This design comes from an exercise in tuning for small area, a short achievable clock period and few clock cycles per item on the open sky130 flow, not from production work.
At most, simulation tests tie the RTL to the original design; equivalence was not proved.
Function not checked in run 5: the RTL went through the layout flow alone.
Power and IR drop assume default switching activity.

[flow/run.sh]
#!/bin/bash
# synth_recipe.tcl (not shown) runs the flow's synth.tcl, then flattens the netlist and writes it again
# the make line also repeats each setting of config.mk as NAME=value (left out here)
make -C /OpenROAD-flow-scripts/flow DESIGN_CONFIG=/design/flow/config.mk WORK_HOME=/design/flow/orfs CLKGATE_MAP_FILE= SYNTH_SCRIPT=/design/flow/synth_recipe.tcl finish
[flow/config.mk]
export PLATFORM = sky130hd
export DESIGN_NAME = kadai4
export DESIGN_NICKNAME = kadai4
export VERILOG_FILES = /design/flow/design.v
export SDC_FILE = /design/flow/constraint.sdc
export NUM_CORES = 4
export LEC_CHECK = 0
export ABC_CLOCK_PERIOD_IN_PS = 2000
export CAP_MARGIN = 20
export CORE_MARGIN = 2
export CORE_UTILIZATION = 40
export CTS_BUF_LIST = sky130_fd_sc_hd__clkbuf_8
export CTS_CLUSTER_DIAMETER = 100
export CTS_CLUSTER_SIZE = 30
export SETUP_SLACK_MARGIN = 3.0
export SLEW_MARGIN = 20
[flow/constraint.sdc]
create_clock -name core_clock -period 5.0 [get_ports {CLK}]
set_input_delay 1.0000 -clock core_clock [delete_from_list [all_inputs] [get_ports {CLK}]]
set_output_delay 1.0000 -clock core_clock [all_outputs]
set_load 0.01 [all_outputs]
[flow/design.v]
module mult_s1(
    input [7:0] a,
    input [7:0] b,
    output [24:0] e
    );
    wire t1 = (a[0] & b[6]) ^ (a[1] & b[5]);
    wire t2 = (a[0] & b[6]) & (a[1] & b[5]);
    wire t3 = (a[0] & b[7]) ^ (a[1] & b[6]) ^ (a[2] & b[5]);
    wire t4 = ((a[0] & b[7]) & (a[1] & b[6])) | ((a[0] & b[7]) & (a[2] & b[5])) | ((a[1] & b[6]) & (a[2] & b[5]));
    wire t5 = (a[3] & b[4]) ^ (a[4] & b[3]);
    wire t6 = (a[3] & b[4]) & (a[4] & b[3]);
    wire t7 = (a[1] & b[7]) ^ (a[2] & b[6]) ^ (a[3] & b[5]);
    wire t8 = ((a[1] & b[7]) & (a[2] & b[6])) | ((a[1] & b[7]) & (a[3] & b[5])) | ((a[2] & b[6]) & (a[3] & b[5]));
    wire t9 = (a[4] & b[4]) ^ (a[5] & b[3]);
    wire t10 = (a[4] & b[4]) & (a[5] & b[3]);
    wire t11 = (a[2] & b[7]) ^ (a[3] & b[6]) ^ (a[4] & b[5]);
    wire t12 = ((a[2] & b[7]) & (a[3] & b[6])) | ((a[2] & b[7]) & (a[4] & b[5])) | ((a[3] & b[6]) & (a[4] & b[5]));
    wire t13 = (a[0] & b[4]) ^ (a[1] & b[3]);
    wire t14 = (a[0] & b[4]) & (a[1] & b[3]);
    wire t15 = (a[0] & b[5]) ^ (a[1] & b[4]) ^ (a[2] & b[3]);
    wire t16 = ((a[0] & b[5]) & (a[1] & b[4])) | ((a[0] & b[5]) & (a[2] & b[3])) | ((a[1] & b[4]) & (a[2] & b[3]));
    wire t17 = (a[3] & b[2]) ^ (a[4] & b[1]);
    wire t18 = (a[3] & b[2]) & (a[4] & b[1]);
    wire t19 = t1 ^ (a[2] & b[4]) ^ (a[3] & b[3]);
    wire t20 = (t1 & (a[2] & b[4])) | (t1 & (a[3] & b[3])) | ((a[2] & b[4]) & (a[3] & b[3]));
    wire t21 = (a[4] & b[2]) ^ (a[5] & b[1]) ^ (a[6] & b[0]);
    wire t22 = ((a[4] & b[2]) & (a[5] & b[1])) | ((a[4] & b[2]) & (a[6] & b[0])) | ((a[5] & b[1]) & (a[6] & b[0]));
    wire t23 = t2 ^ t3 ^ t5;
    wire t24 = (t2 & t3) | (t2 & t5) | (t3 & t5);
    wire t25 = (a[5] & b[2]) ^ (a[6] & b[1]) ^ (a[7] & b[0]);
    wire t26 = ((a[5] & b[2]) & (a[6] & b[1])) | ((a[5] & b[2]) & (a[7] & b[0])) | ((a[6] & b[1]) & (a[7] & b[0]));
    wire t27 = t4 ^ t6 ^ t7;
    wire t28 = (t4 & t6) | (t4 & t7) | (t6 & t7);
    wire t29 = t9 ^ (a[6] & b[2]) ^ (a[7] & b[1]);
    wire t30 = (t9 & (a[6] & b[2])) | (t9 & (a[7] & b[1])) | ((a[6] & b[2]) & (a[7] & b[1]));
    wire t31 = t8 ^ t10 ^ t11;
    wire t32 = (t8 & t10) | (t8 & t11) | (t10 & t11);
    wire t33 = (a[5] & b[4]) ^ (a[6] & b[3]) ^ (a[7] & b[2]);
    wire t34 = ((a[5] & b[4]) & (a[6] & b[3])) | ((a[5] & b[4]) & (a[7] & b[2])) | ((a[6] & b[3]) & (a[7] & b[2]));
    wire t35 = t12 ^ (a[3] & b[7]) ^ (a[4] & b[6]);
    wire t36 = (t12 & (a[3] & b[7])) | (t12 & (a[4] & b[6])) | ((a[3] & b[7]) & (a[4] & b[6]));
    wire t37 = (a[5] & b[5]) ^ (a[6] & b[4]) ^ (a[7] & b[3]);
    wire t38 = ((a[5] & b[5]) & (a[6] & b[4])) | ((a[5] & b[5]) & (a[7] & b[3])) | ((a[6] & b[4]) & (a[7] & b[3]));
    wire t39 = (a[4] & b[7]) ^ (a[5] & b[6]) ^ (a[6] & b[5]);
    wire t40 = ((a[4] & b[7]) & (a[5] & b[6])) | ((a[4] & b[7]) & (a[6] & b[5])) | ((a[5] & b[6]) & (a[6] & b[5]));
    wire t41 = (a[0] & b[3]) ^ (a[1] & b[2]);
    wire t42 = (a[0] & b[3]) & (a[1] & b[2]);
    wire t43 = t13 ^ (a[2] & b[2]) ^ (a[3] & b[1]);
    wire t44 = (t13 & (a[2] & b[2])) | (t13 & (a[3] & b[1])) | ((a[2] & b[2]) & (a[3] & b[1]));
    wire t45 = t14 ^ t15 ^ t17;
    wire t46 = (t14 & t15) | (t14 & t17) | (t15 & t17);
    wire t47 = t16 ^ t18 ^ t19;
    wire t48 = (t16 & t18) | (t16 & t19) | (t18 & t19);
    wire t49 = t20 ^ t22 ^ t23;
    wire t50 = (t20 & t22) | (t20 & t23) | (t22 & t23);
    wire t51 = t24 ^ t26 ^ t27;
    wire t52 = (t24 & t26) | (t24 & t27) | (t26 & t27);
    wire t53 = t28 ^ t30 ^ t31;
    wire t54 = (t28 & t30) | (t28 & t31) | (t30 & t31);
    wire t55 = t32 ^ t34 ^ t35;
    wire t56 = (t32 & t34) | (t32 & t35) | (t34 & t35);
    wire t57 = t36 ^ t38 ^ t39;
    wire t58 = (t36 & t38) | (t36 & t39) | (t38 & t39);
    wire t59 = t40 ^ (a[5] & b[7]) ^ (a[6] & b[6]);
    wire t60 = (t40 & (a[5] & b[7])) | (t40 & (a[6] & b[6])) | ((a[5] & b[7]) & (a[6] & b[6]));
    assign e[0] = t41;
    assign e[1] = t42;
    assign e[2] = t43;
    assign e[3] = t44;
    assign e[4] = t45;
    assign e[5] = t46;
    assign e[6] = t47;
    assign e[7] = t21;
    assign e[8] = t48;
    assign e[9] = t49;
    assign e[10] = t25;
    assign e[11] = t50;
    assign e[12] = t51;
    assign e[13] = t29;
    assign e[14] = t52;
    assign e[15] = t53;
    assign e[16] = t33;
    assign e[17] = t54;
    assign e[18] = t55;
    assign e[19] = t37;
    assign e[20] = t56;
    assign e[21] = t57;
    assign e[22] = t58;
    assign e[23] = t59;
    assign e[24] = t60;
endmodule
module mult_s2(
    input [7:0] a,
    input [7:0] b,
    input [24:0] e,
    output [15:0] x
    );
    wire t1 = (a[0] & b[2]) ^ (a[1] & b[1]);
    wire t2 = (a[0] & b[2]) & (a[1] & b[1]);
    wire t3 = e[0] ^ (a[2] & b[1]) ^ (a[3] & b[0]);
    wire t4 = (e[0] & (a[2] & b[1])) | (e[0] & (a[3] & b[0])) | ((a[2] & b[1]) & (a[3] & b[0]));
    wire t5 = e[1] ^ e[2] ^ (a[4] & b[0]);
    wire t6 = (e[1] & e[2]) | (e[1] & (a[4] & b[0])) | (e[2] & (a[4] & b[0]));
    wire t7 = e[3] ^ e[4] ^ (a[5] & b[0]);
    wire t8 = (e[3] & e[4]) | (e[3] & (a[5] & b[0])) | (e[4] & (a[5] & b[0]));
    wire t9 = e[5] ^ e[6] ^ e[7];
    wire t10 = (e[5] & e[6]) | (e[5] & e[7]) | (e[6] & e[7]);
    wire t11 = e[8] ^ e[9] ^ e[10];
    wire t12 = (e[8] & e[9]) | (e[8] & e[10]) | (e[9] & e[10]);
    wire t13 = e[11] ^ e[12] ^ e[13];
    wire t14 = (e[11] & e[12]) | (e[11] & e[13]) | (e[12] & e[13]);
    wire t15 = e[14] ^ e[15] ^ e[16];
    wire t16 = (e[14] & e[15]) | (e[14] & e[16]) | (e[15] & e[16]);
    wire t17 = e[17] ^ e[18] ^ e[19];
    wire t18 = (e[17] & e[18]) | (e[17] & e[19]) | (e[18] & e[19]);
    wire t19 = e[20] ^ e[21] ^ (a[7] & b[4]);
    wire t20 = (e[20] & e[21]) | (e[20] & (a[7] & b[4])) | (e[21] & (a[7] & b[4]));
    wire t21 = e[22] ^ e[23] ^ (a[7] & b[5]);
    wire t22 = (e[22] & e[23]) | (e[22] & (a[7] & b[5])) | (e[23] & (a[7] & b[5]));
    wire t23 = e[24] ^ (a[6] & b[7]) ^ (a[7] & b[6]);
    wire t24 = (e[24] & (a[6] & b[7])) | (e[24] & (a[7] & b[6])) | ((a[6] & b[7]) & (a[7] & b[6]));
    wire [15:0] r0 = {1'b0, t24, t22, t20, t18, t16, t14, t12, t10, t8, t6, t4, t2, t1, (a[0] & b[1]), (a[0] & b[0])};
    wire [15:0] r1 = {1'b0, (a[7] & b[7]), t23, t21, t19, t17, t15, t13, t11, t9, t7, t5, t3, (a[2] & b[0]), (a[1] & b[0]), 1'b0};
    assign x = r0 + r1;
endmodule
`timescale 1ns / 1ps
module kadai4 (
    input CLK,
    input RST,
    input [7:0] A,
    input [7:0] B,
    input ACK,
    input START,
    input HALT,
    output [15:0] X,
    output X_VALID,
    output REQ_AB
);
localparam  S_IDLE = 2'd0,
            S_INPUT = 2'd1,
            S_OUTPUT = 2'd2;
reg [15:0] r0, r1, r2, r3, r4, r5, r6, r7;
reg [24:0] e;
reg [1:0] st;
reg [2:0] cnt;       
reg [2:0] w;         
reg req;
reg vld;
wire abort = RST | HALT;
wire acc = req & ACK;
wire [24:0] part;
wire [15:0] prod;
mult_s1 ml1 (
    .a(r5[15:8]),
    .b(r5[7:0]),
    .e(part)
);
mult_s2 ml2 (
    .a(r6[15:8]),
    .b(r6[7:0]),
    .e(e),
    .x(prod)
);
always @(posedge CLK) begin
    r0 <= acc ? {A, B} : r6;
    r1 <= r0;
    r2 <= r1;
    r3 <= r2;
    r4 <= r3;
    r5 <= r4;
    r6 <= r5;
    e <= part;
    r7 <= prod;
end
always @(posedge CLK) begin
    if (abort) begin
        st <= S_IDLE;
        req <= 1'b0;
        vld <= 1'b0;
    end else begin
        case (st)
            S_IDLE:
                if (START) begin
                    st <= S_INPUT;
                    req <= 1'b1;
                    cnt <= 3'd0;
                end
            S_INPUT:
                if (acc) begin
                    cnt <= cnt + 3'd1;
                    if (cnt == 3'd7) begin
                        st <= S_OUTPUT;
                        req <= 1'b0;
                        vld <= 1'b1;
                    end
                end else if (req) begin
                    req <= 1'b0;
                    w <= 3'd6;
                end else begin
                    w <= w - 3'd1;
                    if (w == 3'd1) req <= 1'b1;
                end
            default: begin
                cnt <= cnt + 3'd1;
                if (cnt == 3'd7) begin
                    st <= S_IDLE;
                    vld <= 1'b0;
                end
            end
        endcase
    end
end
assign X = r7;
assign X_VALID = vld;
assign REQ_AB = req;
endmodule    
==> results of run 1 <==
power by group:
part	internal [uW]	switching [uW]
Combinational	161	166
Sequential	1470	76.0
Clock	386	454
worst max path at each step:
| stage | from | to | slack (ps) | cells past startpoint |
|---|---|---|---|---|
| CTS | r6[0] | r7[14] | 2690 | 9 |
| detailed placement | ACK | w[1] | 2190 | 3 |
| global placement | ACK | w[0] | 2250 | 3 |
| finish | r6[0] | r7[8] | 2700 | 9 |
| floorplan | r6[0] | r7[8] | 2800 | 9 |
| global route | r6[0] | r7[8] | 2600 | 9 |
flip-flops by register name, summed over array words and instances, names as in the netlist:
signal  count
r5         16
cnt         3
r3         16
r4         16
r7         16
e          25
r1         16
st          2
r6         16
r2         16
w           3
vld         1
req         1
r0         16
logic make-up (layout without fill, tap and decap cells):
kind of cell | Yosys count | count (layout) | synth area share [%]
multiplexers | 17 | 17 | 3.32
flip-flops | 163 | 163 | 58.0
AO/OA/AOI/OAI | 38 | 38 | 4.83
AND/OR/NAND/NOR | 117 | 117 | 10.9
buffers and inverters | 51 | 128 | 3.39
XOR/XNOR | 10 | 10 | 1.53
adder cells (fa/ha/maj) | 61 | 61 | 18.0
critical path: cells and delay by family (launching register included):
family / cells / cell delay [ps]
fa+ha+maj: 2 / 730
compound gates: 4 / 590
simple gates: 2 / 460
flops: 1 / 380
buf+inv: 1 / 50
routing by layer:
| metal | track usage (%) | vias to the layer above |
|---|---|---|
| met5 | 0 | - |
| met1 | 16.4 | 1561 |
| met2 | 21.2 | 55 |
| li1 | - | 1606 |
| met3 | 4.08 | 25 |
| met4 | 7.24 | 0 |
final cells by class:
class                   instances  area share (%)
flip-flops and latches        163            48.7
multi-input cells             243            34.5
repair buffers                 52            6.03
clock buffers                  17            3.38
well taps                     180            3.26
inverters                      45            2.44
clock inverters                14            1.65
per-stage QoR:
step	cell area, um^2	setup slack, ps	hold WS [ps]	std cells
finish	6910	2700	325	714
global route	6910	2600	328	714
CTS	6860	2690	325	710
detailed placement	6360	2190	312	669
global placement	6360	2250	310	669
floorplan	5790	2800	310	457
synth_stat cells (2+ instances only):
cell and number:
dfxtp_1 157, and2_1 51, inv_1 45, fa_1 36, ha_1 25, nand2_1 20, nor2_1 19, mux2_2 16
a21oi_1 15, xnor2_1 10, nor3_1 9, edfxtp_1 6, nor2b_1 5, a21o_1 4, a31oi_1 4, clkbuf_1 4
nand3_1 4, nand4_1 4, buf_2 2, nand2b_1 2, o21ai_0 2, o21ai_1 2, o41ai_2 2
timing repair:
item | in CTS | in global routing
gates resized for setup | 115 | 19
hold buffers | 0 | 0
setup buffers | 10 | 4
pin swaps | 17 | 10
setup endpoints to repair | 61 | 24
endpoints found under the hold margin | 0 | 0
==> results.py, run 1 <==
metrics = {
    "outcome": {
        "outcome": "no timing/DRC/antenna violations",
    },
    "synth": {
        "synth_area_um2": 5730,
        "synthCells": 457,
        "yosysTopAreaCell": "dfxtp_1",
        "synth_ff_type": "dfxtp_1",
        "synth-seq-cells": 163,
        "yosys.area.top_type_share_pct": 54.9,
        "ys_warn_count": 1,
        "synthArstFlopShare_pct": 0,
        "netlist_top_cells_area": "dfxtp_1 55%, fa_1 13%, and2_1 5.6%, ha_1 5.5%, edfxtp_1 3.1%",
        "synth_edf_count": 6,
        "ys_types": 36,
        "ys_seq_area_share_pct": 58.0,
        "avgSynthCellArea_um2": 12.5,
        "synth_nets": 539,
    },
    "final_layout": {
        "drive_above_1_share_pct": 25.1,
        "finalCoreUtilization_pct": 49.6,
        "nNetsFinal": 604,
        "n_antenna_cell": 0,
        "fillers": 1227,
        "mostFrequentLayoutCells": "142 x dfxtp_1, 45 x and2_1, 44 x inv_1",
        "seqCellArea_um2": 3370,
        "multi_input_area_um2": 2390,
        "area_growth_pct": 20.7,
        "layout_commonest_cell": "dfxtp_1",
    },
    "sta": {
        "maxSlewHeadroom_pct": 74.2,
        "clock_skew_ps": 12.5,
        "finalHoldViolCount": 0,
        "maxSlewViolCount": 0,
        "rsz0062_at_grt": "yes",
        "setup_viol": 0,
        "max_freq_mhz": 435,
        "post-route-min-period_ps": 2300,
        "min_period_over_period_pct": 46.0,
        "setup_tns_ps": 0,
        "tightest_slew_ps": 384,
    },
    "route": {
        "first_pass_iters": 6,
        "wl_per_cell_um": 12.9,
        "wl_met2_mm": 4.27,
        "postRouteWirelength_mm": 9.21,
        "viasPerCell": 4.55,
        "drt_iter0_markers": 128,
        "dr_wl_met3_um": 350,
        "wl_met1_mm": 4.32,
        "vias": 3247,
        "drt.antenna.violating_nets": 0,
        "top_layer_used": "met4",
        "drc": 0,
    },
    "setup_path": {
        "slowest_delay_ps": 500,
        "cp-end-kind": "flip-flop",
        "r2r.worst_path.cells": 9,
        "r2r_slack_ps": 2700,
        "start_kind": "flip-flop",
        "path_class": "flip-flop to flip-flop",
        "critPathArrivalTime_ps": 2650,
        "timing.rr.end": "r7[8]",
        "critPathMaxFanout": 5,
        "crit_chain": "nand2_2 -> fa_1 -> inv_2 -> ha_4 -> a21o_1 -> a31oi_4 -> a21boi_2 -> or4_1 -> o311ai_1",
        "worstPathRequired_ps": 5350,
        "rr_startpoint": "r6[0]",
        "cpMaxStageDelayCell": "fa_1",
    },
    "die": {
        "row_count": 43,
        "die_h_um": 124,
        "dieWidth_um": 124,
        "num_io_pins": 39,
        "start_util_pct": 41.1,
        "dieArea_um2": 15300,
        "coreArea_um2": 13900,
    },
    "clock_network": {
        "insertion_delay_ps": 440,
        "cts_max_path_buffers": 2,
        "clock-sinks": 163,
        "cts_buffers": 17,
        "cts_root_buffer": "clkbuf_8",
        "cts_tree": "built",
        "htree_levels": 4,
        "cts.clk_slew.worst_paths_ps": 80,
    },
    "place": {
        "place_congestion": 0.837,
        "portBuffers": 38,
        "hpwl_mm": 6.68,
    },
    "pwr": {
        "p_leak_uw": 0.00304,
        "powerDensity_nw_per_um2": 392,
        "fin_total_pwr_uw": 2710,
        "ir_drop_mv": 0.144,
    },
    "hold_path": {
        "hold_path_end": "r5[12]",
        "whs_path_depth": 0,
        "min-delay-start": "r4[12]",
        "hold_path.class": "flip-flop to flip-flop",
    },
    "grt": {
        "grt_max_degree": 20,
        "grt_pass1_vias": 3312,
        "grtUsageTotal_pct": 13.4,
        "grt_antenna_before_repair": 0,
        "grt.overflow.total": 0,
        "grt_pass1_wl_mm": 15.2,
    },
    "run": {
        "cap_violations": 0,
    },
}
Testbench counts, summed over its fixed seeds: cycles 3,264, items 1,536.
==> inputs of run 2 (changes only) <==
==> flow/flow/run.sh (new file) <==
#!/bin/bash
# The standard layout, with Yosys's full-adder extraction left out: the adder
# trees are mapped by ABC from plain gates instead of sky130 fa/ha cells.
set -euo pipefail
bash standard.sh ADDER_MAP_FILE= finish > flow.log 2>&1
==> flow/standard.sh (new file) <==
#!/bin/bash
# synth_recipe.tcl (not shown) runs the flow's synth.tcl, then flattens the netlist and writes it again
# the make line also repeats each setting of config.mk as NAME=value (left out here)
make -C /OpenROAD-flow-scripts/flow DESIGN_CONFIG=/design/flow/config.mk WORK_HOME=/design/flow/orfs CLKGATE_MAP_FILE= SYNTH_SCRIPT=/design/flow/synth_recipe.tcl "${@:-finish}"
removed: flow/run.sh
==> run 2 against run 1 <==
  * Still clean on timing, DRC and antenna
  * Synthesized area rose by 11%
  * Wire length rose by 24%
  * Core utilization shrank 1.6 points
  * Final cell count is 29% higher
  * Register-to-register slack gained 220 ps
  * Sequential share of layout area decreased by 3.9 points
  * Sequential cell count did not move
  * Cell area up 9.1%
  * Clock power rose by 9.8%
  * Hold slack about the same
  * Via count increased by 34%
  * Synthesized cell count increased by 39%
  * Critical path type unchanged
  * Critical endpoint is now r7[10]
  * Largest power group unchanged
  * Highest routed layer unchanged
==> results.py, run 2 <==
metrics = {
    "route": {
        "wl_per_cell_um": 12.5,
        "drt_iter0_markers": 210,
        "drc": 0,
        "drt.antenna.violating_nets": 0,
        "viasPerCell": 4.75,
        "first_pass_iters": 6,
        "vias": 4358,
        "postRouteWirelength_mm": 11.4,
    },
    "sta": {
        "maxSlewHeadroom_pct": 66.9,
        "post-route-min-period_ps": 2080,
        "min_period_over_period_pct": 41.7,
        "rsz0062_at_grt": "yes",
        "holdWs_ps": 325,
        "maxSlewViolCount": 0,
        "max_freq_mhz": 480,
        "clock_skew_ps": 9.09,
        "setup_tns_ps": 0,
        "finalHoldViolCount": 0,
        "setup_viol": 0,
        "tightest_slew_ps": 496,
    },
    "hold_path": {
        "min-delay-start": "r4[7]",
        "whs_path_depth": 0,
        "hold_path.class": "flip-flop to flip-flop",
        "hold_path_end": "r5[7]",
    },
    "synth": {
        "synthArstFlopShare_pct": 0,
        "netlist_top_cells_area": "dfxtp_1 50%, xnor2_1 7.3%, nand2_1 6.1%, xor2_1 4.4%, mux2_2 3.0%",
        "synth-seq-cells": 163,
        "avgSynthCellArea_um2": 10.0,
        "synth_area_um2": 6340,
        "synthTopCellsByCount": "157 x dfxtp_1, 103 x nand2_1, 53 x xnor2_1",
        "synth.most_common_cell": "dfxtp_1",
        "yosys.area.top_type_share_pct": 49.5,
        "ys_seq_area_share_pct": 52.4,
        "yosysTopAreaCell": "dfxtp_1",
        "synthCells": 633,
        "synth_ff_type": "dfxtp_1",
        "ys_warn_count": 1,
        "ys_types": 64,
        "synth_nets": 654,
        "synth_edf_count": 6,
    },
    "grt": {
        "grt_max_degree": 24,
        "grt_pass1_vias": 3978,
        "grt.met1_usage_pct": 18.9,
        "grt.busiest_layer": "met2",
        "grt_antenna_before_repair": 0,
        "grtUsageTotal_pct": 14.5,
        "grt.overflow.total": 0,
        "grt_use_met2_pct": 22.9,
        "met3_usage_pct": 3.90,
        "grt_pass1_wl_mm": 19.0,
    },
    "setup_path": {
        "slowest_delay_ps": 400,
        "critPathMaxFanout": 5,
        "path_class": "flip-flop to flip-flop",
        "r2r_slack_ps": 2920,
        "worstPathRequired_ps": 5340,
        "critPathArrivalTime_ps": 2430,
        "timing.rr.end": "r7[10]",
        "critPathTopFamily": "compound AO/OA/AOI/OAI gates",
        "cpMaxStageDelayCell": "dfxtp_4",
        "cp-end-kind": "flip-flop",
        "rr_startpoint": "r6[8]",
        "crit_buf_inv": 0,
        "cp_num_cells": 8,
        "start_kind": "flip-flop",
        "r2r.worst_path.cells": 8,
        "crit_chain": "nand4_4 -> o21bai_4 -> a41oi_4 -> o31ai_4 -> o2bb2ai_2 -> a31oi_2 -> or3_4 -> xnor2_1",
    },
    "pwr": {
        "netSwitchingPower_uw": 821,
        "powerDensity_nw_per_um2": 391,
        "p_leak_uw": 0.00293,
        "p_clk_share_pct": 31.3,
        "power_frac_seq_pct": 54.0,
        "ir_drop_mv": 0.253,
        "p_comb_share_pct": 14.8,
        "switching_share_pct": 27.8,
        "intPower_uw": 2130,
    },
    "final_layout": {
        "nNetsFinal": 710,
        "drive_above_1_share_pct": 20.1,
        "n_antenna_cell": 0,
        "regMostFlops": "e",
        "layout_commonest_cell": "dfxtp_1",
        "largest_reg_flops": 25,
        "mostFrequentLayoutCells": "136 x dfxtp_1, 102 x nand2_1, 51 x xnor2_1",
        "area_growth_pct": 18.9,
    },
    "run": {
        "cap_violations": 0,
    },
    "place": {
        "hpwl_mm": 7.93,
        "place_congestion": 0.777,
        "portBuffers": 38,
    },
    "clock_network": {
        "clock-sinks": 163,
        "cts_max_path_buffers": 2,
        "insertion_delay_ps": 450,
        "cts.clk_slew.worst_paths_ps": 80,
        "cts_buffers": 17,
        "holdBufCountCts": 0,
        "htree_levels": 4,
        "cts_tree": "built",
        "cts_root_buffer": "clkbuf_8",
    },
    "die": {
        "start_util_pct": 40.4,
        "dieArea_um2": 16900,
        "coreArea_um2": 15700,
        "die_h_um": 130,
        "dieWidth_um": 130,
        "num_io_pins": 39,
        "row_count": 46,
    },
    "outcome": {
        "outcome": "no timing/DRC/antenna violations",
    },
}
-- run 2: layer usage --
metal / wire, um / vias up
li1: - / 2246
met1: 5330 / 1996
met2: 5450 / 104
met3: 507 / 12
met4: 151 / 0
met5: 0 / -
-- run 2: stage by stage --
stage	util, %	setup slack [ps]	cell area, um^2	total power, uW	std cells
floorplan	-	2960	6380	1900	633
global placement	44.1	2290	6920	2020	864
detailed placement	44.1	2200	6920	2040	864
CTS	47.6	2860	7480	2980	914
global route	48.0	2780	7540	3110	918
finish	48.0	2920	7540	2950	918
-- run 2: final cells by class --
class | count | area [um^2]
Clock buffer | 20 | 275
Clock inverter | 12 | 120
Fill cell | 1461 | 8170
Inverter | 17 | 63.8
Multi-Input combinational cell | 430 | 2980
Sequential cell | 163 | 3380
Tap cell | 216 | 270
Timing Repair Buffer | 60 | 459
-- run 2: kinds of logic (layout without fill, tap and decap cells) --
family                   count (synthesis)  after routing  share of synthesized area, %
AO/OA/AOI/OAI                          112            112                          12.7
XOR/XNOR                                87             87                          12.5
adder cells (fa/ha/maj)                 18             18                          2.86
buffers and inverters                   40            109                          2.64
flip-flops                             163            163                          52.4
multiplexers                            18             18                          3.18
AND/OR/NAND/NOR                        195            195                          13.7
-- run 2: timing repair --
| item | 4_1_cts | 5_1_grt |
|---|---|---|
| endpoints found under the setup margin | 55 | 17 |
| cloned | 0 | 0 |
| pin swaps | 19 | 3 |
| resized for setup | 110 | 14 |
| hold endpoints to repair | 0 | 0 |
| setup buffers | 18 | 4 |
-- run 2: worst register-to-register path: cells and delay by family, from the launching register on --
kind,cells,cell delay [ps]
AOI/OAI and AO/OA,5,910
xor gates and xnor gates,1,130
DFF,1,400
and+or+nand+nor,2,560
-- run 2: worst max-delay path by stage --
| stage | startpoint | to | slack [ps] |
|---|---|---|---|
| after floorplan | r6[8] | r7[10] | 2960 |
| after global placement | ACK | w[0] | 2290 |
| after detailed placement | ACK | w[2] | 2200 |
| after CTS | r6[8] | r7[10] | 2860 |
| after global routing | r6[8] | r7[10] | 2780 |
| final | r6[8] | r7[10] | 2920 |
-- run 2: power by group through the flow --
stage,logic (uW),clock network [uW],registers (uW)
finish,436,923,1590
global placement,389,0,1630
detailed placement,399,0,1640
global route,481,1020,1620
floorplan,332,0,1570
CTS,424,959,1600
==> inputs of run 3 (changes only) <==
--- a/flow/config.mk
+++ b/flow/config.mk
@@ -6,5 +6,5 @@
 export NUM_CORES = 4
 export LEC_CHECK = 0
-export ABC_CLOCK_PERIOD_IN_PS = 2000
+export ABC_CLOCK_PERIOD_IN_PS = 1500
 export CAP_MARGIN = 20
 export CORE_MARGIN = 2
==> run 3 against run 2 <==
  * Non-clock buffer count unchanged
  * Sequential power is essentially flat
  * Core utilization unchanged
  * Largest cell class unchanged
==> results.py, run 3 <==
metrics = {
    "clock_network": {
        "cts_root_buffer": "clkbuf_8",
        "cts_buffers": 17,
        "cts_max_path_buffers": 2,
        "htree_levels": 4,
        "clock-sinks": 163,
        "cts_tree": "built",
        "holdBufCountCts": 0,
        "insertion_delay_ps": 450,
        "cts.clk_slew.worst_paths_ps": 80,
    },
    "synth": {
        "synth.most_common_cell": "dfxtp_1",
        "synthArstFlopShare_pct": 0,
        "synth-seq-cells": 163,
        "synth_ff_type": "dfxtp_1",
        "ys_seq_area_share_pct": 52.4,
        "ys_types": 64,
        "ys_warn_count": 1,
        "avgSynthCellArea_um2": 10.0,
        "synth_edf_count": 6,
        "synthCells": 633,
        "yosysTopAreaCell": "dfxtp_1",
        "synth_area_um2": 6340,
        "synth_nets": 654,
        "synthTopCellsByCount": "157 x dfxtp_1, 103 x nand2_1, 53 x xnor2_1",
        "yosys.area.top_type_share_pct": 49.5,
        "netlist_top_cells_area": "dfxtp_1 50%, xnor2_1 7.3%, nand2_1 6.1%, xor2_1 4.4%, mux2_2 3.0%",
    },
    "hold_path": {
        "hold_path.class": "flip-flop to flip-flop",
    },
    "sta": {
        "clock_skew_ps": 9.09,
        "max_freq_mhz": 480,
        "rsz0062_at_grt": "yes",
        "setup_tns_ps": 0,
        "maxSlewViolCount": 0,
        "finalHoldViolCount": 0,
        "setup_viol": 0,
        "maxSlewHeadroom_pct": 66.9,
        "min_period_over_period_pct": 41.7,
        "post-route-min-period_ps": 2080,
        "tightest_slew_ps": 496,
    },
    "die": {
        "coreArea_um2": 15700,
        "dieWidth_um": 130,
        "row_count": 46,
        "dieArea_um2": 16900,
        "start_util_pct": 40.4,
        "die_h_um": 130,
        "num_io_pins": 39,
    },
    "grt": {
        "grt_antenna_before_repair": 0,
        "grt_max_degree": 24,
        "grt_pass1_wl_mm": 19.0,
        "grtUsageTotal_pct": 14.5,
        "grt.overflow.total": 0,
        "grt_pass1_vias": 3978,
    },
    "route": {
        "drt_iter0_markers": 210,
        "postRouteWirelength_mm": 11.4,
        "vias": 4358,
        "drt.antenna.violating_nets": 0,
        "wl_per_cell_um": 12.5,
        "first_pass_iters": 6,
        "viasPerCell": 4.75,
        "drc": 0,
    },
    "final_layout": {
        "layout_commonest_cell": "dfxtp_1",
        "nNetsFinal": 710,
        "area_growth_pct": 18.9,
        "n_antenna_cell": 0,
        "largest_reg_flops": 25,
        "regMostFlops": "e",
        "mostFrequentLayoutCells": "136 x dfxtp_1, 102 x nand2_1, 51 x xnor2_1",
        "fin_area_um2": 7540,
        "finalCoreUtilization_pct": 48.0,
        "drive_above_1_share_pct": 20.1,
        "fillers": 1461,
    },
    "place": {
        "post_dp_cell_area_um2": 6920,
        "hpwl_mm": 7.93,
        "portBuffers": 38,
        "place_congestion": 0.777,
    },
    "setup_path": {
        "worstPathRequired_ps": 5340,
        "cp-end-kind": "flip-flop",
        "critPathArrivalTime_ps": 2430,
        "path_class": "flip-flop to flip-flop",
        "start_kind": "flip-flop",
        "critPathMaxFanout": 5,
    },
    "pwr": {
        "ir_drop_mv": 0.253,
        "p_leak_uw": 0.00293,
        "powerDensity_nw_per_um2": 391,
    },
    "run": {
        "cap_violations": 0,
    },
    "outcome": {
        "outcome": "no timing/DRC/antenna violations",
    },
}
## run 3: cell counts after synthesis
No cell type changed its count.
## run 3: worst max-delay path, stage by stage, from the launching register on
cell       delay (ps)
dfxtp_4           400
nand4_4           160
o21bai_4          190
a41oi_4           130
o31ai_4           260
o2bb2ai_2         180
a31oi_2           140
or3_4             400
xnor2_1           130
## run 3: final timing paths
| kind | start | endpoint | slack, ps | cells after the start |
|---|---|---|---|---|
| worst max register to register | r6[8] | r7[10] | 2920 | 8 |
| worst max-delay path | r6[8] | r7[10] | 2920 | 8 |
| worst min register to register | r4[7] | r5[7] | 320 | 0 |
| worst min-delay path | r4[7] | r5[7] | 320 | 0 |
## run 3: area by class of cell
| cell class | count | area, um^2 | area share [%] |
|---|---|---|---|
| Multi-Input combinational cell | 430 | 2980 | 39.5 |
| Tap cell | 216 | 270 | 3.58 |
| Timing Repair Buffer | 60 | 459 | 6.09 |
| Clock inverter | 12 | 120 | 1.59 |
| Inverter | 17 | 63.8 | 0.846 |
| Clock buffer | 20 | 275 | 3.65 |
| Sequential cell | 163 | 3380 | 44.8 |
## run 3: power by group
part | internal (uW) | switching [uW] | leakage [uW]
sequential | 1470 | 122 | 0.00136
combinational | 216 | 220 | 0.00137
clock | 444 | 478 | 0.000202
total | 2130 | 821 | 0.00293
## run 3: metrics by stage
| stage | std cells | hold WS [ps] | setup WS, ps | total power [uW] |
|---|---|---|---|---|
| 3_3_place_gp | 864 | 310 | 2290 | 2020 |
| 5_1_grt | 918 | 326 | 2780 | 3110 |
| 2_1_floorplan | 633 | 310 | 2960 | 1900 |
| 4_1_cts | 914 | 328 | 2860 | 2980 |
| 6_report | 918 | 325 | 2920 | 2950 |
| 3_5_place_dp | 864 | 312 | 2200 | 2040 |
## run 3: layer usage
layer	part of all wire, %	up-vias	track usage, %
met5	0	-	0
met3	4.4	12	3.90
met4	1.3	0	5.69
li1	-	2246	-
met1	47	1996	18.9
met2	48	104	22.9
## run 3: kinds of logic (layout without fill, tap and decap cells)
logic type	after synthesis	count (layout)	share of synthesized area (%)
xor gates and xnor gates	87	87	12.5
buffers and inverters	40	109	2.64
AOI/OAI and AO/OA	112	112	12.7
muxes	18	18	3.18
adders and majority gates	18	18	2.86
and+or+nand+nor	195	195	13.7
DFF	163	163	52.4
## run 3: repair_timing
item                                    4_1_cts  5_1_grt
gates resized for setup                     110       14
pin swaps                                    19        3
hold endpoints to repair                      0        0
endpoints found under the setup margin       55       17
buffers inserted                             18        4
==> inputs of run 4 (changes only) <==
==> flow/flow/run.sh (replaced) <==
#!/bin/bash
# The standard layout, with Yosys's full-adder extraction left out (the adder
# trees are mapped by ABC from plain gates instead of sky130 fa/ha cells),
# plain buffers on the ports, and no dummy loads in the clock tree.
set -euo pipefail
bash standard.sh ADDER_MAP_FILE= \
  "BUFFER_PORTS_ARGS=-buffer_cell sky130_fd_sc_hd__buf_2" \
  "CTS_ARGS=-sink_clustering_enable -repair_clock_nets -dont_use_dummy_load -sink_clustering_size 30 -sink_clustering_max_diameter 100 -buf_list sky130_fd_sc_hd__clkbuf_8" \
  finish > flow.log 2>&1
--- a/flow/config.mk
+++ b/flow/config.mk
@@ -6,5 +6,6 @@
 export NUM_CORES = 4
 export LEC_CHECK = 0
-export ABC_CLOCK_PERIOD_IN_PS = 1500
+export ABC_AREA = 1
+export ABC_CLOCK_PERIOD_IN_PS = 2000
 export CAP_MARGIN = 20
 export CORE_MARGIN = 2
==> run 4 against run 3 <==
  * Critical endpoint is now REQ_AB
  * First-iteration DRC count grew 3.3%
  * Core utilization shrank 2.5 points
  * Largest cell class unchanged
  * Global-route usage shrank 0.62 points
  * Via count grew 4.6%
  * Sequential power shrank 3%
  * Sequential cell count is the same
  * Final cell count grew 17%
  * Highest routed layer unchanged
  * Register-to-register slack gained 360 ps
==> results.py, run 4 <==
metrics = {
    "synth": {
        "ys_types": 38,
        "synthArstFlopShare_pct": 0,
        "synthTopCellsByCount": "328 x nand2_1, 157 x dfxtp_1, 98 x inv_1",
        "synth.most_common_cell": "nand2_1",
        "synth_edf_count": 6,
        "netlist_top_cells_area": "dfxtp_1 50%, nand2_1 20%, inv_1 5.9%, xor2_1 4.2%, nand3_1 3.4%",
        "synth_nets": 835,
        "ys_seq_area_share_pct": 53.0,
        "ys_warn_count": 1,
        "synthCells": 814,
        "yosysTopAreaCell": "dfxtp_1",
        "avgSynthCellArea_um2": 7.70,
        "synth_ff_type": "dfxtp_1",
        "synth-seq-cells": 163,
        "yosys.area.top_type_share_pct": 50.2,
        "synth_area_um2": 6260,
    },
    "setup_path": {
        "r2r_slack_ps": 3280,
        "slowest_delay_ps": 340,
        "crit_chain": "buf_2",
        "timing.rr.end": "r7[14]",
        "cpMaxStageDelayCell": "dfxtp_4",
        "rr_startpoint": "r6[7]",
        "critPathTopFamily": "flip-flops",
        "worstPathRequired_ps": 4000,
        "start_kind": "flip-flop",
        "crit_buf_inv": 1,
        "r2r.worst_path.cells": 11,
        "cp-end-kind": "primary output",
        "critPathMaxFanout": 2,
        "critPathArrivalTime_ps": 900,
        "path_class": "flip-flop to primary output",
    },
    "final_layout": {
        "drive_above_1_share_pct": 11.4,
        "n_antenna_cell": 0,
        "layout_commonest_cell": "nand2_1",
        "largest_reg_flops": 25,
        "area_growth_pct": 10.7,
        "nNetsFinal": 885,
        "mostFrequentLayoutCells": "327 x nand2_1, 151 x dfxtp_1, 98 x inv_1",
        "regMostFlops": "e",
    },
    "pwr": {
        "powerDensity_nw_per_um2": 360,
        "p_leak_uw": 0.00345,
        "ir_drop_mv": 0.238,
    },
    "place": {
        "place_congestion": 0.837,
        "hpwl_mm": 8.16,
        "dp_slack_ps": 2560,
        "portBuffers": 38,
    },
    "sta": {
        "post-route-min-period_ps": 1900,
        "max_freq_mhz": 525,
        "finalHoldViolCount": 0,
        "min_period_over_period_pct": 38.1,
        "setup_tns_ps": 0,
        "setup_viol": 0,
        "maxSlewViolCount": 0,
        "tightest_slew_ps": 498,
        "clock_skew_ps": 38.6,
        "rsz0062_at_grt": "no",
        "worst_slack_ps": 3100,
        "maxSlewHeadroom_pct": 66.7,
    },
    "grt": {
        "grt_max_degree": 20,
        "grt_pass1_vias": 4096,
        "grt_pass1_wl_mm": 18.1,
        "grt.overflow.total": 0,
        "grt_antenna_before_repair": 0,
        "grtUsageTotal_pct": 13.9,
    },
    "clock_network": {
        "htree_levels": 4,
        "cts_tree": "built",
        "insertion_delay_ps": 440,
        "clock-sinks": 163,
        "holdBufCountCts": 0,
        "cts.clk_slew.worst_paths_ps": 80,
        "cts_buffers": 17,
        "cts_max_path_buffers": 2,
        "cts_root_buffer": "clkbuf_8",
    },
    "run": {
        "cap_violations": 0,
    },
    "route": {
        "drc": 0,
        "wl_per_cell_um": 9.77,
        "drt.antenna.violating_nets": 0,
        "drt_iter0_markers": 217,
        "first_pass_iters": 4,
        "viasPerCell": 4.25,
        "postRouteWirelength_mm": 10.5,
        "vias": 4558,
    },
    "hold_path": {
        "hold_path.class": "flip-flop to flip-flop",
        "whs_path_depth": 0,
        "hold_path_end": "r5[12]",
        "min-delay-start": "r4[12]",
    },
    "die": {
        "row_count": 45,
        "die_h_um": 129,
        "coreArea_um2": 15300,
        "num_io_pins": 39,
        "dieArea_um2": 16700,
        "start_util_pct": 41.1,
        "dieWidth_um": 129,
    },
    "outcome": {
        "outcome": "no timing/DRC/antenna violations",
    },
}
==> run 4: worst max-delay path by stage <==
stage | slack, ps | to | depth (start not counted) | startpoint
after floorplan | 3080 | cnt[0] | 3 | HALT
after global placement | 2620 | cnt[0] | 5 | ACK
after detailed placement | 2560 | cnt[2] | 5 | ACK
after CTS | 3010 | REQ_AB | 1 | req
after global routing | 3020 | r7[14] | 13 | r6[15]
final | 3100 | REQ_AB | 1 | req
==> run 4: area by class of cell <==
class	instances	area, um^2
flip-flops and latches	163	3330
well taps	211	264
clock buffers	17	234
inverters	104	393
repair buffers	39	198
multi-input cells	539	2510
fillers	1530	8320
==> run 4: routing by layer <==
layer / GRT usage [%] / vias up / wire length [um]
li1: - / 2565 / -
met1: 17.6 / 1900 / 5460
met2: 22.2 / 74 / 4480
met3: 3.22 / 19 / 326
met4: 7.10 / 0 / 220
met5: 0 / - / 0
==> run 4: stage by stage <==
step           instances  hold WS [ps]  utilization, %  cell area, um^2  total power (uW)
2_1_floorplan        814           310               -             6260              1770
3_3_place_gp        1055           310            43.8             6680              1850
3_5_place_dp        1055           312            43.8             6680              1860
4_1_cts             1072           303            45.3             6920              2530
5_1_grt             1073           310            45.5             6940              2660
6_report            1073           300            45.5             6940              2500
==> run 4: kinds of logic after synthesis <==
family / after synthesis / synth area share, %
buf+inv: 112 / 6.87
simple gates: 460 / 30.7
compound gates: 45 / 4.47
xor+xnor: 34 / 4.87
flops: 163 / 53.0
==> run 4: where the power goes <==
part           total [uW]  internal, uW  switching, uW
clock network         668           299            369
registers            1540          1460           83.6
logic                 287           106            181
==> run 4: timing repair <==
item / 4_1_cts / 5_1_grt
buffers inserted: 0 / 1
setup endpoints to repair: 1 / 34
gates resized for setup: 1 / 7
==> inputs of run 5 (changes only) <==
--- a/flow/design.v
+++ b/flow/design.v
@@ -2,5 +2,5 @@
     input [7:0] a,
     input [7:0] b,
-    output [24:0] e
+    output [28:0] e
     );
     wire t1 = (a[0] & b[6]) ^ (a[1] & b[5]);
@@ -64,62 +64,64 @@
     wire t59 = t40 ^ (a[5] & b[7]) ^ (a[6] & b[6]);
     wire t60 = (t40 & (a[5] & b[7])) | (t40 & (a[6] & b[6])) | ((a[5] & b[7]) & (a[6] & b[6]));
-    assign e[0] = t41;
-    assign e[1] = t42;
-    assign e[2] = t43;
-    assign e[3] = t44;
-    assign e[4] = t45;
-    assign e[5] = t46;
-    assign e[6] = t47;
-    assign e[7] = t21;
-    assign e[8] = t48;
-    assign e[9] = t49;
-    assign e[10] = t25;
-    assign e[11] = t50;
-    assign e[12] = t51;
-    assign e[13] = t29;
-    assign e[14] = t52;
-    assign e[15] = t53;
-    assign e[16] = t33;
-    assign e[17] = t54;
-    assign e[18] = t55;
-    assign e[19] = t37;
-    assign e[20] = t56;
-    assign e[21] = t57;
-    assign e[22] = t58;
-    assign e[23] = t59;
-    assign e[24] = t60;
+    wire t61 = (a[0] & b[2]) ^ (a[1] & b[1]);
+    wire t62 = (a[0] & b[2]) & (a[1] & b[1]);
+    wire t63 = t41 ^ (a[2] & b[1]) ^ (a[3] & b[0]);
+    wire t64 = (t41 & (a[2] & b[1])) | (t41 & (a[3] & b[0])) | ((a[2] & b[1]) & (a[3] & b[0]));
+    wire t65 = t42 ^ t43 ^ (a[4] & b[0]);
+    wire t66 = (t42 & t43) | (t42 & (a[4] & b[0])) | (t43 & (a[4] & b[0]));
+    wire t67 = t44 ^ t45 ^ (a[5] & b[0]);
+    wire t68 = (t44 & t45) | (t44 & (a[5] & b[0])) | (t45 & (a[5] & b[0]));
+    wire t69 = t46 ^ t47 ^ t21;
+    wire t70 = (t46 & t47) | (t46 & t21) | (t47 & t21);
+    wire t71 = t48 ^ t49 ^ t25;
+    wire t72 = (t48 & t49) | (t48 & t25) | (t49 & t25);
+    wire t73 = t50 ^ t51 ^ t29;
+    wire t74 = (t50 & t51) | (t50 & t29) | (t51 & t29);
+    wire t75 = t52 ^ t53 ^ t33;
+    wire t76 = (t52 & t53) | (t52 & t33) | (t53 & t33);
+    wire t77 = t54 ^ t55 ^ t37;
+    wire t78 = (t54 & t55) | (t54 & t37) | (t55 & t37);
+    wire t79 = t56 ^ t57 ^ (a[7] & b[4]);
+    wire t80 = (t56 & t57) | (t56 & (a[7] & b[4])) | (t57 & (a[7] & b[4]));
+    wire t81 = t58 ^ t59 ^ (a[7] & b[5]);
+    wire t82 = (t58 & t59) | (t58 & (a[7] & b[5])) | (t59 & (a[7] & b[5]));
+    wire t83 = t60 ^ (a[6] & b[7]) ^ (a[7] & b[6]);
+    wire t84 = (t60 & (a[6] & b[7])) | (t60 & (a[7] & b[6])) | ((a[6] & b[7]) & (a[7] & b[6]));
+    assign e[0] = (a[0] & b[0]);
+    assign e[1] = (a[0] & b[1]);
+    assign e[2] = (a[1] & b[0]);
+    assign e[3] = t61;
+    assign e[4] = (a[2] & b[0]);
+    assign e[5] = t62;
+    assign e[6] = t63;
+    assign e[7] = t64;
+    assign e[8] = t65;
+    assign e[9] = t66;
+    assign e[10] = t67;
+    assign e[11] = t68;
+    assign e[12] = t69;
+    assign e[13] = t70;
+    assign e[14] = t71;
+    assign e[15] = t72;
+    assign e[16] = t73;
+    assign e[17] = t74;
+    assign e[18] = t75;
+    assign e[19] = t76;
+    assign e[20] = t77;
+    assign e[21] = t78;
+    assign e[22] = t79;
+    assign e[23] = t80;
+    assign e[24] = t81;
+    assign e[25] = t82;
+    assign e[26] = t83;
+    assign e[27] = t84;
+    assign e[28] = (a[7] & b[7]);
 endmodule
 module mult_s2(
-    input [7:0] a,
-    input [7:0] b,
-    input [24:0] e,
+    input [28:0] e,
     output [15:0] x
     );
-    wire t1 = (a[0] & b[2]) ^ (a[1] & b[1]);
-    wire t2 = (a[0] & b[2]) & (a[1] & b[1]);
-    wire t3 = e[0] ^ (a[2] & b[1]) ^ (a[3] & b[0]);
-    wire t4 = (e[0] & (a[2] & b[1])) | (e[0] & (a[3] & b[0])) | ((a[2] & b[1]) & (a[3] & b[0]));
-    wire t5 = e[1] ^ e[2] ^ (a[4] & b[0]);
-    wire t6 = (e[1] & e[2]) | (e[1] & (a[4] & b[0])) | (e[2] & (a[4] & b[0]));
-    wire t7 = e[3] ^ e[4] ^ (a[5] & b[0]);
-    wire t8 = (e[3] & e[4]) | (e[3] & (a[5] & b[0])) | (e[4] & (a[5] & b[0]));
-    wire t9 = e[5] ^ e[6] ^ e[7];
-    wire t10 = (e[5] & e[6]) | (e[5] & e[7]) | (e[6] & e[7]);
-    wire t11 = e[8] ^ e[9] ^ e[10];
-    wire t12 = (e[8] & e[9]) | (e[8] & e[10]) | (e[9] & e[10]);
-    wire t13 = e[11] ^ e[12] ^ e[13];
-    wire t14 = (e[11] & e[12]) | (e[11] & e[13]) | (e[12] & e[13]);
-    wire t15 = e[14] ^ e[15] ^ e[16];
-    wire t16 = (e[14] & e[15]) | (e[14] & e[16]) | (e[15] & e[16]);
-    wire t17 = e[17] ^ e[18] ^ e[19];
-    wire t18 = (e[17] & e[18]) | (e[17] & e[19]) | (e[18] & e[19]);
-    wire t19 = e[20] ^ e[21] ^ (a[7] & b[4]);
-    wire t20 = (e[20] & e[21]) | (e[20] & (a[7] & b[4])) | (e[21] & (a[7] & b[4]));
-    wire t21 = e[22] ^ e[23] ^ (a[7] & b[5]);
-    wire t22 = (e[22] & e[23]) | (e[22] & (a[7] & b[5])) | (e[23] & (a[7] & b[5]));
-    wire t23 = e[24] ^ (a[6] & b[7]) ^ (a[7] & b[6]);
-    wire t24 = (e[24] & (a[6] & b[7])) | (e[24] & (a[7] & b[6])) | ((a[6] & b[7]) & (a[7] & b[6]));
-    wire [15:0] r0 = {1'b0, t24, t22, t20, t18, t16, t14, t12, t10, t8, t6, t4, t2, t1, (a[0] & b[1]), (a[0] & b[0])};
-    wire [15:0] r1 = {1'b0, (a[7] & b[7]), t23, t21, t19, t17, t15, t13, t11, t9, t7, t5, t3, (a[2] & b[0]), (a[1] & b[0]), 1'b0};
+    wire [15:0] r0 = {1'b0, e[27], e[25], e[23], e[21], e[19], e[17], e[15], e[13], e[11], e[9], e[7], e[5], e[3], e[1], e[0]};
+    wire [15:0] r1 = {1'b0, e[28], e[26], e[24], e[22], e[20], e[18], e[16], e[14], e[12], e[10], e[8], e[6], e[4], e[2], 1'b0};
     assign x = r0 + r1;
 endmodule
@@ -141,5 +143,5 @@
             S_OUTPUT = 2'd2;
 reg [15:0] r0, r1, r2, r3, r4, r5, r6, r7;
-reg [24:0] e;
+reg [28:0] e;
 reg [1:0] st;
 reg [2:0] cnt;       
@@ -149,5 +151,5 @@
 wire abort = RST | HALT;
 wire acc = req & ACK;
-wire [24:0] part;
+wire [28:0] part;
 wire [15:0] prod;
 mult_s1 ml1 (
@@ -157,6 +159,4 @@
 );
 mult_s2 ml2 (
-    .a(r6[15:8]),
-    .b(r6[7:0]),
     .e(e),
     .x(prod)
==> flow/run.sh (new file) <==
#!/bin/bash
# synth_recipe.tcl (not shown) runs the flow's synth.tcl, then flattens the netlist and writes it again
# the make line also repeats each setting of config.mk as NAME=value (left out here)
make -C /OpenROAD-flow-scripts/flow DESIGN_CONFIG=/design/flow/config.mk WORK_HOME=/design/flow/orfs CLKGATE_MAP_FILE= SYNTH_SCRIPT=/design/flow/synth_recipe.tcl finish
==> flow/config.mk (replaced) <==
export PLATFORM = sky130hd
export DESIGN_NAME = kadai4
export DESIGN_NICKNAME = kadai4
export VERILOG_FILES = /design/flow/design.v
export SDC_FILE = /design/flow/constraint.sdc
export NUM_CORES = 4
export LEC_CHECK = 0
export ABC_CLOCK_PERIOD_IN_PS = 2000
export CAP_MARGIN = 20
export CORE_MARGIN = 2
export CORE_UTILIZATION = 40
export SETUP_SLACK_MARGIN = 3.0
export SLEW_MARGIN = 20
removed: flow/flow/run.sh
removed: flow/standard.sh
==> run 5 against run 4 <==
  * Still clean on timing, DRC and antenna
  * Clock skew fell by 28 ps
  * Power rose by 29%
  * Combinational power rose by 14%
  * Critical path type is now flip-flop to flip-flop
  * Critical endpoint is now e[16]
  * Largest cell class unchanged
==> results.py, run 5 <==
metrics = {
    "grt": {
        "grt_pass1_vias": 3314,
        "grt_pass1_wl_mm": 15.3,
        "grtUsageTotal_pct": 13.4,
        "grt_max_degree": 20,
        "grt_antenna_before_repair": 0,
        "grt.overflow.total": 0,
    },
    "die": {
        "row_count": 43,
        "dieWidth_um": 124,
        "num_io_pins": 39,
        "start_util_pct": 41.2,
        "coreArea_um2": 13900,
        "die_h_um": 124,
        "dieArea_um2": 15300,
    },
    "route": {
        "viasPerCell": 4.47,
        "wl_met1_mm": 4.15,
        "drt.antenna.violating_nets": 0,
        "wl_per_cell_um": 12.7,
        "top_layer_used": "met4",
        "vias": 3181,
        "postRouteWirelength_mm": 9.03,
        "drc": 0,
        "wl_met2_mm": 4.24,
        "dr_wl_met3_um": 399,
        "first_pass_iters": 4,
        "drt_iter0_markers": 104,
    },
    "synth": {
        "synthArstFlopShare_pct": 0,
        "synthSimpleGateAreaFrac_pct": 10.6,
        "synthCells": 450,
        "avgSynthCellArea_um2": 12.7,
        "synth_xor_area_share_pct": 1.68,
        "netlist_top_cells_area": "dfxtp_1 56%, fa_1 13%, ha_1 5.5%, and2_1 5.1%, edfxtp_1 3.1%",
        "ys_seq_area_share_pct": 59.3,
        "ys_warn_count": 1,
        "muxShareOfSynthArea_pct": 3.32,
        "synth-seq-cells": 167,
        "synth_nets": 532,
        "ys_types": 39,
        "synthAdderAreaFrac_pct": 18.0,
        "synth_edf_count": 6,
        "yosysTopAreaCell": "dfxtp_1",
        "synth_compound_area_share_pct": 4.10,
        "yosys.area.top_type_share_pct": 56.2,
        "synthTopCellsByCount": "161 x dfxtp_1, 47 x and2_1, 39 x inv_1",
        "synth_area_um2": 5740,
        "synth_ff_type": "dfxtp_1",
        "synth_top_family_by_area": "adder cells",
        "synth.most_common_cell": "dfxtp_1",
    },
    "final_layout": {
        "fillers": 1195,
        "drive_above_1_share_pct": 25.2,
        "seqCellArea_um2": 3440,
        "n_antenna_cell": 0,
        "multi_input_area_um2": 2320,
        "finalCoreUtilization_pct": 52.2,
        "regMostFlops": "e",
        "fin_area_um2": 7270,
        "layout_commonest_cell": "dfxtp_1",
        "largest_reg_flops": 29,
        "area_growth_pct": 26.8,
        "mostFrequentLayoutCells": "150 x dfxtp_1, 37 x and2_1, 28 x inv_1",
        "nNetsFinal": 601,
    },
    "clock_network": {
        "holdBufCountCts": 0,
        "cts.clk_slew.worst_paths_ps": 60,
        "cts_max_path_buffers": 2,
        "cts_tree": "built",
        "cts_root_buffer": "clkbuf_16",
        "htree_levels": 4,
        "cts_buffers": 17,
        "insertion_delay_ps": 420,
        "clock-sinks": 167,
    },
    "place": {
        "hpwl_mm": 6.14,
        "portBuffers": 38,
        "place_congestion": 0.861,
        "post_dp_cell_area_um2": 6390,
    },
    "sta": {
        "max_freq_mhz": 378,
        "tightest_slew_ps": 383,
        "min_period_over_period_pct": 52.9,
        "clock_skew_ps": 10.7,
        "maxSlewHeadroom_pct": 74.5,
        "maxSlewViolCount": 0,
        "rsz0062_at_grt": "yes",
        "post-route-min-period_ps": 2640,
        "setup_viol": 0,
        "setup_tns_ps": 0,
        "finalHoldViolCount": 0,
    },
    "setup_path": {
        "cp-end-kind": "flip-flop",
        "path_class": "flip-flop to flip-flop",
        "start_kind": "flip-flop",
        "critPathMaxFanout": 6,
        "worstPathRequired_ps": 5350,
        "critPathArrivalTime_ps": 3000,
    },
    "pwr": {
        "p_leak_uw": 0.00319,
        "powerDensity_nw_per_um2": 442,
        "ir_drop_mv": 0.244,
        "fin_total_pwr_uw": 3210,
    },
    "run": {
        "cap_violations": 0,
    },
    "hold_path": {
        "hold_path.class": "flip-flop to flip-flop",
    },
    "outcome": {
        "outcome": "no timing/DRC/antenna violations",
    },
}
==> run 5: power breakdown <==
group	leakage, uW	switching [uW]	internal (uW)
Clock	0.000304	488	817
Combinational	0.00150	158	170
Sequential	0.00139	72.3	1510
==> run 5: cells by family (layout without fill, tap and decap cells) <==
family / after synthesis / count (layout)
buffers and inverters: 44 / 125
AND/OR/NAND/NOR: 113 / 113
XOR/XNOR: 11 / 11
flip-flops: 167 / 167
adder cells (fa/ha/maj): 61 / 61
multiplexers: 17 / 17
AO/OA/AOI/OAI: 37 / 37
==> run 5: final cells by class <==
type / count / area share, %
Sequential cell: 167 / 47.3
Multi-Input combinational cell: 239 / 32.0
Timing Repair Buffer: 55 / 7.11
Clock buffer: 22 / 6.95
Tap cell: 180 / 3.10
Inverter: 39 / 2.01
Clock inverter: 9 / 1.55
==> run 5: stage by stage <==
step,cells,setup WS [ps],hold slack [ps]
3_3_place_gp,663,2400,310
4_1_cts,705,2360,322
2_1_floorplan,450,2470,309
5_1_grt,711,2290,328
6_report,711,2360,321
3_5_place_dp,663,2340,312
==> run 5: worst paths after layout <==
kind / startpoint / end / slack, ps / depth (start not counted)
setup / recovery: r5[9] / e[16] / 2360 / 7
hold / removal: r3[6] / r4[6] / 320 / 0
setup reg to reg: r5[9] / e[16] / 2360 / 7
hold reg to reg: r3[6] / r4[6] / 320 / 0
==> run 5: critical path: stages (launching register included) <==
cell     delay, ps
dfxtp_4        360
and2_4         160
fa_2           460
fa_1           490
inv_1           50
fa_1           500
inv_2           40
fa_2           510
==> run 5: repair_timing <==
action                     4_1_cts  5_1_grt
setup endpoints to repair       43       35
gates resized for setup         72       18
buffers inserted                11        6
pin swaps                       15       14
==> run 5: metal layers <==
layer | vias to the layer above | track usage [%]
li1 | 1589 | -
met1 | 1512 | 15.7
met2 | 58 | 21.5
met3 | 22 | 4.99
met4 | 0 | 7.03
met5 | - | 0
==> inputs of run 6 (changes only) <==
--- a/flow/design.v
+++ b/flow/design.v
@@ -2,5 +2,5 @@
     input [7:0] a,
     input [7:0] b,
-    output [28:0] e
+    output [23:0] e
     );
     wire t1 = (a[0] & b[6]) ^ (a[1] & b[5]);
@@ -88,40 +88,37 @@
     wire t83 = t60 ^ (a[6] & b[7]) ^ (a[7] & b[6]);
     wire t84 = (t60 & (a[6] & b[7])) | (t60 & (a[7] & b[6])) | ((a[6] & b[7]) & (a[7] & b[6]));
-    assign e[0] = (a[0] & b[0]);
-    assign e[1] = (a[0] & b[1]);
-    assign e[2] = (a[1] & b[0]);
-    assign e[3] = t61;
-    assign e[4] = (a[2] & b[0]);
-    assign e[5] = t62;
-    assign e[6] = t63;
-    assign e[7] = t64;
-    assign e[8] = t65;
-    assign e[9] = t66;
-    assign e[10] = t67;
-    assign e[11] = t68;
-    assign e[12] = t69;
-    assign e[13] = t70;
-    assign e[14] = t71;
-    assign e[15] = t72;
-    assign e[16] = t73;
-    assign e[17] = t74;
-    assign e[18] = t75;
-    assign e[19] = t76;
-    assign e[20] = t77;
-    assign e[21] = t78;
-    assign e[22] = t79;
-    assign e[23] = t80;
-    assign e[24] = t81;
-    assign e[25] = t82;
-    assign e[26] = t83;
-    assign e[27] = t84;
-    assign e[28] = (a[7] & b[7]);
+    assign e[0] = t61;
+    assign e[1] = t62;
+    assign e[2] = t63;
+    assign e[3] = t64;
+    assign e[4] = t65;
+    assign e[5] = t66;
+    assign e[6] = t67;
+    assign e[7] = t68;
+    assign e[8] = t69;
+    assign e[9] = t70;
+    assign e[10] = t71;
+    assign e[11] = t72;
+    assign e[12] = t73;
+    assign e[13] = t74;
+    assign e[14] = t75;
+    assign e[15] = t76;
+    assign e[16] = t77;
+    assign e[17] = t78;
+    assign e[18] = t79;
+    assign e[19] = t80;
+    assign e[20] = t81;
+    assign e[21] = t82;
+    assign e[22] = t83;
+    assign e[23] = t84;
 endmodule
 module mult_s2(
-    input [28:0] e,
+    input [7:0] a,
+    input [7:0] b,
+    input [23:0] e,
     output [15:0] x
     );
-    wire [15:0] r0 = {1'b0, e[27], e[25], e[23], e[21], e[19], e[17], e[15], e[13], e[11], e[9], e[7], e[5], e[3], e[1], e[0]};
-    wire [15:0] r1 = {1'b0, e[28], e[26], e[24], e[22], e[20], e[18], e[16], e[14], e[12], e[10], e[8], e[6], e[4], e[2], 1'b0};
+    wire [15:0] r0 = {1'b0, e[23], e[21], e[19], e[17], e[15], e[13], e[11], e[9], e[7], e[5], e[3], e[1], e[0], (a[0] & b[1]), (a[0] & b[0])};
+    wire [15:0] r1 = {1'b0, (a[7] & b[7]), e[22], e[20], e[18], e[16], e[14], e[12], e[10], e[8], e[6], e[4], e[2], (a[2] & b[0]), (a[1] & b[0]), 1'b0};
     assign x = r0 + r1;
 endmodule
@@ -143,5 +140,5 @@
             S_OUTPUT = 2'd2;
 reg [15:0] r0, r1, r2, r3, r4, r5, r6, r7;
-reg [28:0] e;
+reg [23:0] e;
 reg [1:0] st;
 reg [2:0] cnt;       
@@ -151,5 +148,5 @@
 wire abort = RST | HALT;
 wire acc = req & ACK;
-wire [28:0] part;
+wire [23:0] part;
 wire [15:0] prod;
 mult_s1 ml1 (
@@ -159,4 +156,6 @@
 );
 mult_s2 ml2 (
+    .a(r6[15:8]),
+    .b(r6[7:0]),
     .e(e),
     .x(prod)
==> flow/flow/run.sh (new file) <==
#!/bin/bash
# The standard layout, with Yosys's full-adder extraction left out: the adder
# trees are mapped by ABC from plain gates instead of sky130 fa/ha cells.
set -euo pipefail
bash standard.sh ADDER_MAP_FILE= finish > flow.log 2>&1
==> flow/standard.sh (new file) <==
#!/bin/bash
# synth_recipe.tcl (not shown) runs the flow's synth.tcl, then flattens the netlist and writes it again
# the make line also repeats each setting of config.mk as NAME=value (left out here)
make -C /OpenROAD-flow-scripts/flow DESIGN_CONFIG=/design/flow/config.mk WORK_HOME=/design/flow/orfs CLKGATE_MAP_FILE= SYNTH_SCRIPT=/design/flow/synth_recipe.tcl "${@:-finish}"
--- a/flow/config.mk
+++ b/flow/config.mk
@@ -10,4 +10,7 @@
 export CORE_MARGIN = 2
 export CORE_UTILIZATION = 40
-export SETUP_SLACK_MARGIN = 3.0
+export CTS_BUF_LIST = sky130_fd_sc_hd__clkbuf_8
+export CTS_CLUSTER_DIAMETER = 100
+export CTS_CLUSTER_SIZE = 30
+export SETUP_SLACK_MARGIN = 2.8
 export SLEW_MARGIN = 20
removed: flow/run.sh
==> run 6 against run 5 <==
  * Final cell count grew 12%
  * Wire length increased by 3.1%
  * Sequential share of layout area is 0.95 points higher
  * Critical path depth grew 1
  * Critical path type unchanged
  * Register-to-register slack better by 540 ps
  * Cell area fell by 4.6%
  * Power shrank 12%
  * Die area is 1.9% higher
  * Synthesized cell count is 22% higher
  * Sequential cell count shrank 5
==> results.py, run 6 <==
metrics = {
    "setup_path": {
        "r2r_slack_ps": 2890,
        "cp-startpoint": "r5[7]",
        "rr_startpoint": "r5[7]",
        "path_class": "flip-flop to flip-flop",
        "timing.rr.end": "e[15]",
        "cp-end-kind": "flip-flop",
        "critical_path.endpoint": "e[15]",
        "critPathTopFamily": "compound AO/OA/AOI/OAI gates",
        "start_kind": "flip-flop",
        "crit_buf_inv": 1,
        "worstPathRequired_ps": 5330,
        "critPathArrivalTime_ps": 2440,
        "cp_num_cells": 8,
    },
    "final_layout": {
        "area_growth_pct": 18.6,
        "regMostFlops": "e",
        "layout_commonest_cell": "dfxtp_1",
        "drive_above_1_share_pct": 15.5,
        "nNetsFinal": 619,
        "mostFrequentLayoutCells": "142 x dfxtp_1, 71 x nand2_1, 67 x xnor2_1",
        "largest_reg_flops": 24,
        "n_antenna_cell": 0,
    },
    "route": {
        "viasPerCell": 4.64,
        "wl_per_cell_um": 11.7,
        "vias": 3691,
        "drc": 0,
        "drt_iter0_markers": 272,
        "drt.antenna.violating_nets": 0,
    },
    "synth": {
        "ys_seq_area_share_pct": 56.4,
        "synthCells": 551,
        "ys_types": 50,
        "synthTopCellsByCount": "156 x dfxtp_1, 72 x nand2_1, 70 x xnor2_1",
        "synth.most_common_cell": "dfxtp_1",
        "yosysTopAreaCell": "dfxtp_1",
        "synth_nets": 572,
        "avgSynthCellArea_um2": 10.6,
        "synth_ff_type": "dfxtp_1",
        "synth_area_um2": 5850,
        "yosys.area.top_type_share_pct": 53.4,
    },
    "sta": {
        "finalHoldViolCount": 0,
        "rsz0062_at_grt": "no",
        "setup_tns_ps": 0,
        "post-route-min-period_ps": 2110,
        "max_freq_mhz": 474,
        "min_period_over_period_pct": 42.2,
        "maxSlewHeadroom_pct": 70.1,
        "maxSlewViolCount": 0,
        "tightest_slew_ps": 445,
        "clock_skew_ps": 13.4,
    },
    "clock_network": {
        "cts_root_buffer": "clkbuf_8",
        "holdBufCountCts": 0,
        "insertion_delay_ps": 440,
        "cts_tree": "built",
    },
    "pwr": {
        "p_clk_share_pct": 32.3,
        "intPower_uw": 2140,
        "ir_drop_mv": 0.203,
        "p_comb_share_pct": 11.7,
        "p_leak_uw": 0.00261,
    },
    "grt": {
        "grt_pass1_wl_mm": 15.8,
        "grt.overflow.total": 0,
        "grt_antenna_before_repair": 0,
    },
    "die": {
        "dieWidth_um": 125,
        "die_h_um": 125,
        "start_util_pct": 40.6,
        "dieArea_um2": 15600,
        "row_count": 44,
    },
    "hold_path": {
        "hold_path.class": "flip-flop to flip-flop",
    },
    "place": {
        "dp_slack_ps": 2060,
        "place_congestion": 0.786,
        "hpwl_mm": 6.50,
    },
    "outcome": {
        "outcome": "no timing/DRC/antenna violations",
    },
    "run": {
        "cap_violations": 0,
    },
}
## run 6: cell types whose count changed in the layout (fill, tap and decap cells not counted), moves of 18 or more
| cell | delta |
|---|---|
| xnor2_1 | +59 |
| nand2_1 | +49 |
| and2_1 | -28 |
| nor2_1 | +23 |
| xor2_1 | +23 |
| ha_1 | -22 |
| clkbuf_16 | -18 |
| fa_1 | -18 |
| fa_2 | -18 |
## run 6: worst min-delay path by stage
stage,from,to,slack [ps],depth (start not counted)
after detailed placement,r0[11],r1[11],310,0
final,r4[7],r5[7],310,0
after floorplan,r0[0],r1[0],310,0
after global placement,r1[15],r2[15],310,0
after global routing,r4[7],r5[7],320,0
after CTS,r4[7],r5[7],320,0
## run 6: through the flow
| step | hold WS (ps) | power [uW] | instances | utilization, % | area (um^2) |
|---|---|---|---|---|---|
| finish | 315 | 2840 | 795 | 48.1 | 6940 |
| floorplan | 310 | 1830 | 551 | - | 5850 |
| global route | 323 | 3000 | 795 | 48.1 | 6940 |
| CTS | 317 | 2860 | 788 | 47.0 | 6780 |
| detailed placement | 312 | 1940 | 755 | 44.1 | 6360 |
| global placement | 310 | 1930 | 755 | 44.1 | 6360 |
## run 6: power by group through the flow
| stage | combinational (uW) | clock (uW) | sequential [uW] |
|---|---|---|---|
| 2_1_floorplan | 265 | 0 | 1560 |
| 3_3_place_gp | 317 | 0 | 1610 |
| 3_5_place_dp | 325 | 0 | 1620 |
| 4_1_cts | 311 | 955 | 1590 |
| 5_1_grt | 366 | 1020 | 1620 |
| 6_report | 332 | 917 | 1590 |
## run 6: kinds of logic after synthesis
kind of cell / synth area share [%]
and+or+nand+nor: 11.6
xor gates and xnor gates: 15.1
AOI/OAI and AO/OA: 7.31
muxes: 3.08
DFF: 56.4
adders and majority gates: 4.08
buffers and inverters: 2.39
## run 6: timing repair
item                                    4_1_cts  5_1_grt
endpoints found under the setup margin       34       15
buffers inserted                              1        7
pin swaps                                     1        3
gates resized for setup                      33       26
## run 6: area by class of cell
cell class,count,area [um^2]
well taps,184,230
fillers,1354,7480
flip-flops and latches,162,3350
multi-input cells,361,2500
clock buffers,21,289
clock inverters,11,113
inverters,10,37.5
repair buffers,46,422
## run 6: metal layers
metal | track usage, % | share of wire, % | vias up
li1 | - | - | 1915
met2 | 20.5 | 48 | 65
met1 | 15.4 | 47 | 1703
met3 | 4.62 | 4.3 | 8
met5 | 0 | 0 | -
met4 | 4.90 | 1.1 | 0
## run 6: worst register-to-register path, cell delays in order (launching register included)
cell and delay, ps:
dfxtp_4 390, buf_4 150, xor2_1 150, a22o_1 240, nand2_1 80, o311ai_0 120, a21oi_1 340, a21oi_1 180
maj3_1 360
Testbench counts of run 6, summed over its fixed seeds: cycles 3,264, items 1,536.

Check on run 6: ideal ports give 2.891 ns setup slack; a clkbuf_16 on the clock port and buf_2 on the inputs give 2.891 ns; moving port delays by the midpoint clock arrival (0.471 ns) as well gives 2.443 ns.
